Background: an optimization exercise with open tools, aiming at small area, a short achievable clock period and few clock cycles per item. Do not read the settings as production practice.
RTL that was checked went through simulation tests only; none was proved equivalent to the original.

==> flow/design.v (excerpt) <==
module complex_multiplier
#(
    parameter INTEGER_WIDTH = 3,
    parameter FRACTIONAL_WIDTH = 13
)
(
    input  wire                                          clk,
    input  wire                                          rst_n,
    input  wire                                          input_a_tvalid,
    output wire                                          input_a_tready,
    input  wire [2*(INTEGER_WIDTH+FRACTIONAL_WIDTH)-1:0] input_a_tdata,
    input  wire                                          input_b_tvalid,
    output wire                                          input_b_tready,
    input  wire [2*(INTEGER_WIDTH+FRACTIONAL_WIDTH)-1:0] input_b_tdata,
    output reg                                           output_prod_tvalid,
    input  wire                                          output_prod_tready,
    output wire [2*(INTEGER_WIDTH+FRACTIONAL_WIDTH)-1:0] output_prod_tdata
);
export LEC_CHECK = 0
export CAP_MARGIN = 20
export CORE_MARGIN = 2
export CORE_UTILIZATION = 40
export SLEW_MARGIN = 20
export SYNTH_HIERARCHICAL = 1
export SYNTH_MINIMUM_KEEP_SIZE = 0
create_clock -name core_clock -period 10.0 [get_ports {clk}]
run.sh (not shown) runs the stock make flow with config.mk's settings and CLKGATE_MAP_FILE= SYNTH_SCRIPT=/design/flow/synth_recipe.tcl, a recipe that flattens the netlist after the stock synthesis.
The starting point ran to the end with no violations.
Testbench counts at the start, summed over its fixed seeds: cycles 12,016, items 12,000.
Rerun with:
ABC_CLOCK_PERIOD_IN_PS = 4000   (was not set)
SETUP_SLACK_MARGIN = 5   (was not set)
Result: The new run finished clean; setup slack gets better by 0.83 ns; design area rose by 12%; routed wire length rose by 13%; first-iteration DRC count rose by 1.9%; sequential share of layout area fell by 1.2 points.

========
Another version of the RTL of complex_multiplier (not shown whole).
Size: about 100 I/O pins, roughly 0.030 mm² of cells after synthesis.
Settings: LEC_CHECK=0, ABC_CLOCK_PERIOD_IN_PS=4000, CAP_MARGIN=20, CORE_MARGIN=2, CORE_UTILIZATION=40, SETUP_SLACK_MARGIN=5, SLEW_MARGIN=20, SYNTH_HIERARCHICAL=1, SYNTH_MINIMUM_KEEP_SIZE=0; clock period 10.0 ns.
Next try:
--- a/flow/config.mk
+++ b/flow/config.mk
@@ -6,9 +6,7 @@
 export NUM_CORES = 4
 export LEC_CHECK = 0
-export ABC_CLOCK_PERIOD_IN_PS = 4000
 export CAP_MARGIN = 20
 export CORE_MARGIN = 2
 export CORE_UTILIZATION = 40
-export SETUP_SLACK_MARGIN = 5
 export SLEW_MARGIN = 20
 export SYNTH_HIERARCHICAL = 1
=> Worst setup slack loses 1400 ps; via count fell by roughly a tenth; die area is unchanged; utilization is lower by 9.0 points; cell count went down by a little under a tenth; final area fell by about a fifth; critical path depth goes down by 2; synthesized cell count stays the same.
No run of this note included a check of the RTL's function; only the layout flow was run.

========
## try-amber
Another version of the RTL of complex_multiplier (not shown whole).
Size in the first run: ~3500 cells after synthesis, about 100 I/O pins.
clock: 10.0 ns
lec_check: 0
cap_margin: 20
core_margin: 2
core_utilization: 25
setup_slack_margin: 5
slew_margin: 20
synth_hierarchical: 1
synth_minimum_keep_size: 0
try-amber: all stages complete, timing, DRC and antenna checks passed
What try-ember does differently from try-amber at the input level:
Settings: CORE_UTILIZATION changed from 25 to 60.
==> comparison <==
Comparing try-ember and try-amber, the lower register-to-register slack was measured on try-ember. Delta (try-ember minus try-amber): initial core utilization shows an increase of 36 points, maximum number of pins on one net before global-route repair shows a reduction of about 1.4%. [compare] base=try-amber new=try-ember: average wire per cell in the routed design now larger; summed area of non-filler cells in the final layout now smaller; total routed wirelength now smaller.
#### Input delta (try-juniper over try-ember)
Settings: changing CORE_UTILIZATION from 60 to 40.
- try-ember → try-juniper: clock input transition at the sequential cells of the worst setup and hold paths roughly the same, clock insertion delay at the later pin of the skew report roughly the same.
- try-juniper -> try-ember: post-synthesis adder-cell area fraction delta 0, exact match
- try-juniper -> try-ember: count of instances resized after the clock tree is built flat
- Lower sequential share of layout area goes to try-juniper over try-ember.
- Sort try-juniper and try-ember by synthesis-to-finish area growth, ascending, and try-ember comes first.
- Register-to-register slack in try-juniper vs try-ember: up 200 ps
- try-ember → try-juniper: least setup slack across all paths after layout up 200 ps, routed length on met2 has increased, vertical die dimension saw an increase.
- Summary: with try-ember as the reference, wire length in try-juniper moved down slightly.
No run of this note included a check of the RTL's function; only the layout flow was run.

========
Another version of the RTL of complex_multiplier (not shown whole).
Size: ~2800 cells after synthesis, ~280 flip-flops, about 100 I/O pins, ~33000 µm² of cells after synthesis.
==> flow/config.mk <==
export PLATFORM = sky130hd
export DESIGN_NAME = complex_multiplier
export DESIGN_NICKNAME = complex_multiplier
export VERILOG_FILES = /design/flow/design.v
export SDC_FILE = /design/flow/constraint.sdc
export NUM_CORES = 4
export LEC_CHECK = 0
export CAP_MARGIN = 20
export CORE_MARGIN = 2
export CORE_UTILIZATION = 40
export SLEW_MARGIN = 20
export SYNTH_HIERARCHICAL = 1
export SYNTH_MINIMUM_KEEP_SIZE = 0
==> flow/constraint.sdc <==
create_clock -name core_clock -period 10.0 [get_ports {clk}]
set_input_delay 2.0000 -clock core_clock [delete_from_list [all_inputs] [get_ports {clk}]]
set_output_delay 2.0000 -clock core_clock [all_outputs]
set_load 0.01 [all_outputs]
standard.sh (not shown) runs the stock make flow with config.mk's settings and CLKGATE_MAP_FILE= SYNTH_SCRIPT=/design/flow/synth_recipe.tcl, a recipe that flattens the netlist after the stock synthesis.
==> flow/flow/run.sh <==
#!/bin/bash
# The standard layout (standard.sh), with the port buffers made as sky130_fd_sc_hd__buf_2
# cells instead of buffer_ports' default, and timing repair aiming at 6.3 ns of setup slack.
set -euo pipefail
export BUFFER_PORTS_ARGS="-buffer_cell sky130_fd_sc_hd__buf_2"
export SETUP_SLACK_MARGIN=6.3
bash standard.sh > standard.log 2>&1
The starting point went through all stages and came out clean.
Testbench counts at the start, summed over its fixed seeds: cycles 12,024, items 12,000.
Edit:
==> flow/flow/run.sh (replaced) <==
#!/bin/bash
# The standard layout (standard.sh), with the port buffers made as sky130_fd_sc_hd__buf_2
# cells instead of buffer_ports' default, and timing repair aiming at 5.8 ns of setup slack.
set -euo pipefail
export BUFFER_PORTS_ARGS="-buffer_cell sky130_fd_sc_hd__buf_2"
export SETUP_SLACK_MARGIN=5.8
bash standard.sh > standard.log 2>&1
Result: Final area went down by about 6%; clock skew climbs by 15 ps; worst hold slack gains 5.8 ps; global-route usage shrinks by 0.46 points; area after synthesis stays the same; utilization went down by 2.8 points; wire length drops by 5.6%.

========
Setup of v20:
Another version of the RTL of complex_multiplier (not shown whole).
Size in the first run: about 2,800 cells after synthesis, about 33,000 um^2 of cells after synthesis.
clock: 10.0 ns
lec_check: 0
cap_margin: 20
core_margin: 2
core_utilization: 40
slew_margin: 20
synth_hierarchical: 1
synth_minimum_keep_size: 0
==> flow/flow/run.sh <==
#!/bin/bash
# The standard layout (standard.sh), with the port buffers made as sky130_fd_sc_hd__buf_2
# cells instead of buffer_ports' default, and timing repair aiming at 5.8 ns of setup slack.
set -euo pipefail
export BUFFER_PORTS_ARGS="-buffer_cell sky130_fd_sc_hd__buf_2"
export SETUP_SLACK_MARGIN=5.8
bash standard.sh > standard.log 2>&1
Testbench counts of v20, summed over its fixed seeds: cycles 12,024, items 12,000.
The following lists how v38 was set up differently from v20:
==> flow/run.sh (new file) <==
#!/bin/bash
# synth_recipe.tcl (not shown) runs the flow's synth.tcl, then flattens the netlist and writes it again
# the make line also repeats each setting of config.mk as NAME=value (left out here)
make -C /OpenROAD-flow-scripts/flow DESIGN_CONFIG=/design/flow/config.mk WORK_HOME=/design/flow/orfs CLKGATE_MAP_FILE= SYNTH_SCRIPT=/design/flow/synth_recipe.tcl finish
diff --git a/flow/config.mk b/flow/config.mk
--- a/flow/config.mk
+++ b/flow/config.mk
@@ -9,4 +9,5 @@
 export CORE_MARGIN = 2
 export CORE_UTILIZATION = 40
+export SETUP_SLACK_MARGIN = 5
 export SLEW_MARGIN = 20
 export SYNTH_HIERARCHICAL = 1
removed: flow/flow/run.sh
removed: flow/standard.sh
v38: full flow OK, the timing, DRC and antenna checks passed
Logic depth of the worst path, buffers included (lower): v20
Max final-layout worst hold slack across v20 and v38: v20
Status: sequential share of layout area parity (v38, v20)
Input changes introduced in v22 (baseline for comparison: v38):
==> flow/flow/run.sh (new file) <==
#!/bin/bash
# The standard layout (standard.sh), with the port buffers made as sky130_fd_sc_hd__buf_2
# cells instead of buffer_ports' default, and timing repair aiming at 6.8 ns of setup slack.
set -euo pipefail
export BUFFER_PORTS_ARGS="-buffer_cell sky130_fd_sc_hd__buf_2"
export SETUP_SLACK_MARGIN=6.8
bash standard.sh > standard.log 2>&1
==> flow/standard.sh (new file) <==
#!/bin/bash
# synth_recipe.tcl (not shown) runs the flow's synth.tcl, then flattens the netlist and writes it again
# the make line also repeats each setting of config.mk as NAME=value (left out here)
make -C /OpenROAD-flow-scripts/flow DESIGN_CONFIG=/design/flow/config.mk WORK_HOME=/design/flow/orfs CLKGATE_MAP_FILE= SYNTH_SCRIPT=/design/flow/synth_recipe.tcl "${@:-finish}"
diff --git a/flow/config.mk b/flow/config.mk
--- a/flow/config.mk
+++ b/flow/config.mk
@@ -9,5 +9,4 @@
 export CORE_MARGIN = 2
 export CORE_UTILIZATION = 40
-export SETUP_SLACK_MARGIN = 5
 export SLEW_MARGIN = 20
 export SYNTH_HIERARCHICAL = 1
removed: flow/run.sh
### Flow results
- v22 went all the way through synthesis, placement and routing and the layout is clean on timing, DRC and antenna.
- v22 vs v38, origin of the worst setup path: bi[18] vs ar[12]
- Utilization after layout: v22 vs v38 up 4.4 points
- Going from v38 to v22, the count of clock-buffer cells in the layout was found to have gone up by 2.
- Transition time at the pin with the least slew margin for v22: 0.19 ns down relative to v38
- Relative to v38, total wire length after detailed routing increased by 5.9% in v22.
- Taking v38 as the reference point, the detailed-placement wirelength estimate of v22 rises by 0.96%.
- v38 -> v22: row count delta 0, exact match
- Comparing v22 and v38, the higher routed metal-1 wire length was measured on v22.
Setup changes, v22 to v42
==> flow/flow/run.sh <==
#!/bin/bash
# The standard layout (standard.sh), with the port buffers made as sky130_fd_sc_hd__buf_2
# cells instead of buffer_ports' default, and timing repair aiming at 5 ns of setup slack.
set -euo pipefail
export BUFFER_PORTS_ARGS="-buffer_cell sky130_fd_sc_hd__buf_2"
export SETUP_SLACK_MARGIN=5
bash standard.sh > standard.log 2>&1
### Flow results
- Taking v22 as the reference point, the via count of v42 falls by about 4%.
- When v42 is measured against v22, its area added between synthesis and finish turns out 13 points lower.
- The met3 wirelength from detailed routing reported for v42 is greater than that of v22 by 4.6%.

========
## P
complex_multiplier, a different RTL version from the one above (not shown whole).
Size: ~2,800 cells after synthesis, roughly 100 I/O pins, ~33,000 um2 of cells after synthesis.
export LEC_CHECK = 0
export CAP_MARGIN = 20
export CORE_MARGIN = 2
export CORE_UTILIZATION = 40
export CTS_CLUSTER_DIAMETER = 100
export CTS_CLUSTER_SIZE = 30
export SLEW_MARGIN = 20
export SYNTH_HIERARCHICAL = 1
export SYNTH_MINIMUM_KEEP_SIZE = 0
create_clock -name core_clock -period 10.0 [get_ports {clk}]
==> flow/flow/run.sh <==
#!/bin/bash
# The standard layout (standard.sh), with the port buffers made as sky130_fd_sc_hd__buf_2
# cells instead of buffer_ports' default, and timing repair aiming at 6.0 ns of setup slack.
set -euo pipefail
export BUFFER_PORTS_ARGS="-buffer_cell sky130_fd_sc_hd__buf_2"
export SETUP_SLACK_MARGIN=6.0
bash standard.sh > standard.log 2>&1
P finished all stages; the layout is clean.
Testbench counts of P, summed over its fixed seeds: cycles 12,024, items 12,000.
Modified inputs, Q compared to P
Settings: a deleted CTS_CLUSTER_SIZE that had been 30; a deleted CTS_CLUSTER_DIAMETER that had been 100.
==> comparison <==
Q | status: complete | timing, DRC, antenna: pass. Looking at the reports, P completed the entire flow and the layout it produced met the timing, DRC and antenna checks. Changes observed in Q relative to P: routing usage on met3 higher; ratio of final minimum period to clock period went up 0.24 points; critical path depth picked up an extra 5; hold slack shrank by 0.0045 ns. Q — sequential share of layout area 0.16 points lower, P as reference.

========
## run 1
complex_multiplier with an RTL version that a note above also has.
Size in the first run: roughly 2,800 cells after synthesis, roughly 100 I/O pins, roughly 33,000 sq um of cells after synthesis.
==> flow/config.mk <==
export PLATFORM = sky130hd
export DESIGN_NAME = complex_multiplier
export DESIGN_NICKNAME = complex_multiplier
export VERILOG_FILES = /design/flow/design.v
export SDC_FILE = /design/flow/constraint.sdc
export NUM_CORES = 4
export LEC_CHECK = 0
export CAP_MARGIN = 20
export CORE_MARGIN = 2
export CORE_UTILIZATION = 40
export SLEW_MARGIN = 20
export SYNTH_HIERARCHICAL = 1
export SYNTH_MINIMUM_KEEP_SIZE = 0
==> flow/constraint.sdc <==
create_clock -name core_clock -period 10.0 [get_ports {clk}]
set_input_delay 2.0000 -clock core_clock [delete_from_list [all_inputs] [get_ports {clk}]]
set_output_delay 2.0000 -clock core_clock [all_outputs]
set_load 0.01 [all_outputs]
==> flow/flow/run.sh <==
#!/bin/bash
# The standard layout (standard.sh), with the port buffers made as sky130_fd_sc_hd__buf_2
# cells instead of buffer_ports' default, and timing repair aiming at 5.5 ns of setup slack.
set -euo pipefail
export BUFFER_PORTS_ARGS="-buffer_cell sky130_fd_sc_hd__buf_2"
export SETUP_SLACK_MARGIN=5.5
bash standard.sh > standard.log 2>&1
Run 1: done, clean on timing, DRC and antenna
Testbench counts of run 1, summed over its fixed seeds: cycles 12,024, items 12,000.
Relative to run 1, the following input files were edited for run 2:
- SETUP_SLACK_MARGIN: unset -> 5
==> flow/run.sh (new file) <==
#!/bin/bash
# synth_recipe.tcl (not shown) runs the flow's synth.tcl, then flattens the netlist and writes it again
# the make line also repeats each setting of config.mk as NAME=value (left out here)
make -C /OpenROAD-flow-scripts/flow DESIGN_CONFIG=/design/flow/config.mk WORK_HOME=/design/flow/orfs CLKGATE_MAP_FILE= SYNTH_SCRIPT=/design/flow/synth_recipe.tcl finish
removed: flow/flow/run.sh
removed: flow/standard.sh
==> notes.md <==
Run 1 -> run 2: placed wire-length estimate after detailed placement increased slightly. From run 1 to run 2 the numbers moved as follows: total detailed-routing wirelength went up by about 1.2%, worst hold slack went down by 0.0083 ns. In terms of cell total after placement, run 2 and run 1 differ only marginally.
> inputs changed (run 2 -> run 3)
- a deleted SETUP_SLACK_MARGIN that had been 5
==> flow/flow/run.sh (new file) <==
#!/bin/bash
# The standard layout (standard.sh), with the port buffers made as sky130_fd_sc_hd__buf_2
# cells instead of buffer_ports' default, and timing repair aiming at 6.0 ns of setup slack.
set -euo pipefail
export BUFFER_PORTS_ARGS="-buffer_cell sky130_fd_sc_hd__buf_2"
export SETUP_SLACK_MARGIN=6.0
bash standard.sh > standard.log 2>&1
==> flow/standard.sh (new file) <==
#!/bin/bash
# synth_recipe.tcl (not shown) runs the flow's synth.tcl, then flattens the netlist and writes it again
# the make line also repeats each setting of config.mk as NAME=value (left out here)
make -C /OpenROAD-flow-scripts/flow DESIGN_CONFIG=/design/flow/config.mk WORK_HOME=/design/flow/orfs CLKGATE_MAP_FILE= SYNTH_SCRIPT=/design/flow/synth_recipe.tcl "${@:-finish}"
removed: flow/run.sh
--- outcome ---
No stage failed in run 3, and the final checks on the layout all came back clean.
Run 2: flow completed, timing, DRC and antenna clean
Delta(worst setup slack, run 3 - run 2) > 0
Run 2 has higher average vias per placed instance than run 3.

==> port drivers added, routing unchanged <==
The flow's constraints put no driver on any port. The routed layouts listed below were extracted and timed again, unchanged, in two steps.
Step 1 (the two cells are an assumption about what drives the block):
set clk [get_ports {clk}]
set_driving_cell -lib_cell sky130_fd_sc_hd__clkbuf_16 $clk
set_driving_cell -lib_cell sky130_fd_sc_hd__buf_2 [delete_from_list [all_inputs] $clk]
Step 2 adds t to the input delays and takes it off the output delays; t is the mean of the earliest and latest rising clock arrival at the registers after step 1. Input paths then give back, and output paths get back, about the clock's delay inside the block.
Slacks: ideal / step 1 / step 2; pairs: ideal / step 1.
run	t (ns)	slack for setup (ns)	worst setup path at the end	pins driven straight from the clock port
the first run of note 1	0.560	3.664 / 3.664 / 3.664	register to register	1
the second run of note 1	0.538	4.492 / 4.492 / 4.492	register to register	1
the first run of note 2	0.548	4.464 / 4.464 / 4.464	register to register	1
the second run of note 2	0.546	3.051 / 3.051 / 3.051	register to register	1
try-amber	0.641	5.278 / 5.278 / 5.278	register to register	1
try-ember	0.614	5.129 / 5.129 / 5.129	register to register	1
try-juniper	0.631	5.325 / 5.325 / 5.325	register to register	1
the first run of note 4	0.629	6.262 / 6.262 / 6.262	register to register	1
the second run of note 4	0.629	5.943 / 5.943 / 5.943	register to register	1
v20	0.619	5.925 / 5.925 / 5.925	register to register	1
v38	0.635	5.540 / 5.540 / 5.540	register to register	1
v22	0.617	6.138 / 6.138 / 6.138	register to register	1
v42	0.625	5.522 / 5.522 / 5.522	register to register	1
P	0.670	6.160 / 6.109 / 6.160	register to register	1
Q	0.629	6.136 / 6.094 / 6.136	register to register	1
run 1	0.621	5.764 / 5.764 / 5.764	register to register	1
run 2	0.629	5.649 / 5.634 / 5.649	register to register	1
run 3	0.627	6.092 / 6.092 / 6.092	register to register	1
After both steps every run listed still meets setup and hold.
